Source: an optimization exercise on an open RTL-to-GDS flow (aim: small area). Production flows keep margins and buffers that such runs may drop.
In this exercise RTL edits were held to simulation tests only and were not proved equivalent to the original.
No activity file was given, so power comes from the tool's default toggle rates. The clock port is modelled as an ideal driver; clocking choices that lean on that would not hold on a real chip.

job 2658:
// trace_debugger
module trace_debugger
    #(parameter APB_ADDR_WIDTH = 32)
    (input logic                clk_i,
     input logic                rst_ni,
     input logic                test_mode_i,
     input logic                ivalid_i,  
     input logic                iexception_i,
     input logic                interrupt_i,
     input logic [CAUSELEN-1:0] cause_i,
     input logic [XLEN-1:0]     tval_i,
     input logic [PRIVLEN-1:0]  priv_i,
     input logic [XLEN-1:0]     iaddr_i,
     input logic [ILEN-1:0]     instr_i,
     input logic                compressed_i,
     input logic [APB_ADDR_WIDTH-1:0] apb_paddr_i,
     input logic [31:0]         apb_pwdata_i,
     input logic                apb_pwrite_i,
     input logic                apb_psel_i,
     input logic                apb_penable_i,
     output logic [31:0]        apb_prdata_o,
     output logic               apb_pready_o,
     output logic               apb_pslverr_o,
     output logic [XLEN-1:0]    packet_word_o,
     output logic               packet_word_valid_o,
     input logic                grant_i);
Size: ~3000 cells after synthesis, ~780 flip-flops, ~250 I/O pins, roughly 36000 um2 of cells after synthesis.
export LEC_CHECK = 0
export CAP_MARGIN = 20
export CORE_MARGIN = 2
export CORE_UTILIZATION = 40
export GPL_TIMING_DRIVEN = 0
export SLEW_MARGIN = 20
create_clock -name core_clock -period 11.0 [get_ports {clk_i}]
standard.sh (not shown) runs the stock make flow with config.mk's settings and CLKGATE_MAP_FILE= SYNTH_SCRIPT=/design/flow/synth_recipe.tcl, a recipe that flattens the netlist after the stock synthesis.
==> flow/flow/run.sh <==
#!/bin/bash
# Own flow: the standard layout, except that
#  - synthesis maps the combinational logic with an area oriented abc script
#    (flow/area.abc); the flip-flops are mapped as in the standard synthesis;
#  - the ports are buffered with the smallest buffer;
#  - clock tree synthesis clusters more sinks per buffer and adds no dummy
#    loads.
set -euo pipefail
work=$(pwd)
export AREA_ABC_SCRIPT=$work/flow/area.abc
bash standard.sh SYNTH_SCRIPT=$work/flow/synth.tcl synth > synth.log 2>&1
bash standard.sh \
  "BUFFER_PORTS_ARGS=-buffer_cell sky130_fd_sc_hd__buf_1" \
  "CTS_ARGS=-sink_clustering_enable -repair_clock_nets -dont_use_dummy_load -sink_clustering_size 30 -sink_clustering_max_diameter 120" \
  > layout.log 2>&1
==> flow/flow/area.abc <==
&get -n
&st
&deepsyn -T 300 -I 2 -o
&dch -f
&nf -R 1000
&put
==> flow/flow/synth.tcl <==
# The standard flow's synthesis script (synth_recipe.tcl) with an area oriented abc script:
# the same passes and flip-flop mapping; only the combinational mapping
# differs.
proc synth {args} { yosys synth -nofsm -noshare {*}$args }
proc abc {args} {
  set i [lsearch -exact $args -script]
  if {$i >= 0} { lset args [expr {$i+1}] $::env(AREA_ABC_SCRIPT) }
  yosys abc {*}$args
}
source $::env(SCRIPTS_DIR)/synth.tcl
# left out here: clear keep_hierarchy, flatten, clean up, hide names made inside functions, write 1_2_yosys.v
Changes in job 4947 relative to job 2658:
- GPL_TIMING_DRIVEN no longer set, was 0
-- flow/flow/run.sh --
<<< job 2658, line 14
  "CTS_ARGS=-sink_clustering_enable -repair_clock_nets -dont_use_dummy_load -sink_clustering_size 30 -sink_clustering_max_diameter 120" \
>>> job 4947, line 14
  "CTS_ARGS=-sink_clustering_enable -repair_clock_nets -dont_use_dummy_load -sink_clustering_size 30 -sink_clustering_max_diameter 150" \
==> flow/flow/area.abc <==
&get -n
&st
&deepsyn -T 120
&dch -f
&nf -R 1000
&put
[summary]
In summary, job 4947 completed successfully, with a layout that passed the timing, design-rule and antenna checks. Diff job 2658 -> job 4947 | synthesized-area fraction occupied by ao, oa, aoi and oai cells | increase of 1.3 points. As far as initial cell density of the core is concerned, job 2658 and job 4947 perform about the same. Compared job 4947 vs job 2658, and sequential group share of total power is down in job 4947. Fraction of power consumed by the clock network sits lower in job 4947 than in job 2658. Of job 2658 and job 4947, the higher via count belongs to job 4947. Of job 2658 and job 4947, the run reporting the higher post-route non-filler standard cell count was job 4947. Total core area: job 4947 vs job 2658, no meaningful difference. Between job 2658 and job 4947, the difference in detailed-placement wirelength estimate is negligible. Relative to job 2658, switching power has increased by about 2.3% in job 4947. Looking only at global-route usage, and setting everything else aside, the lower value of job 2658 and job 4947 goes to job 2658. In job 4947, the ratio of final minimum period to clock period came out 2.3 points below the value in job 2658.
## Diff of input files: job 9539 against job 4947
- a change of CAP_MARGIN from 20 to 10
- an added PLACE_DENSITY of 0.75
- a change of SLEW_MARGIN from 20 to 10
Results
Job 9539 reached the final stage; the timing, design-rule and antenna checks on its layout passed. Compared with job 4947, job 9539 shows a net switching fraction of the power that is 1.0 points lower. Compared to job 4947, job 9539 was floorplanned on a bigger die. Looking at net switching component of the power, job 9539 sits 4.4% below job 4947. On cell area, job 9539 does worse than job 4947. On first-pass GRT wire length, job 9539 does better than job 4947. Transition time at the pin with the least slew margin ended up 0.056 ns higher on job 9539 than on job 4947. Xor and xnor area share after synthesis for job 9539 is lower than for job 4947. Lower worst setup slack was reported by job 9539, not job 4947.
The following lists how job 135 was set up differently from job 9539:
- CAP_MARGIN: 10 -> 20
- SLEW_MARGIN: 10 -> 20
Findings:
Job 135 completed every stage of the flow, and the final layout passed the timing, design-rule and antenna checks.
On final core area utilization, job 9539 and job 135 are basically level.
Total power of job 135 is on par with job 9539.
Job 135 against job 9539: switching share of power held steady, routed length on met2 level, register-to-register slack down 0.02 ns, per-cell routed wire length neither gained nor lost much.
Compared with job 9539, in job 135 max capacitance violation total level, routed wire length held, design area now sits at about the same level, share of the cycle needed by the critical path after routing picked up an extra 0.18 points.

-- static timing again, ports no longer ideal --
Ports are ideal in the flow. The routed layouts listed here were re-timed in OpenROAD.
Step 1 sets driving cells, clkbuf_16 on the clock port and buf_2 on the other inputs (assumed; they add their load-dependent delay and slew).
Step 2 times the ports against the registers' clock, not the clock port: input delays grow and output delays shrink by t, the midpoint of the rising clock arrivals with the driver on.
a / b / c = ideal / step 1 / step 2; a / b = the first two.
run | t, ns | setup WS [ns] | cell pins on the clock port's net
job 2658 | 0.695 | 0.591 / 0.591 / 0.043 | 1
job 4947 | 0.697 | 0.842 / 0.842 / 0.842 | 1
job 9539 | 0.703 | 0.763 / 0.763 / 0.763 | 1
job 135 | 0.705 | 0.743 / 0.743 / 0.743 | 1
After both steps every run listed still meets setup and hold. The setup slack of job 2658, which loses most, moves by 0.000 ns with the drivers and by -0.548 ns with both steps.
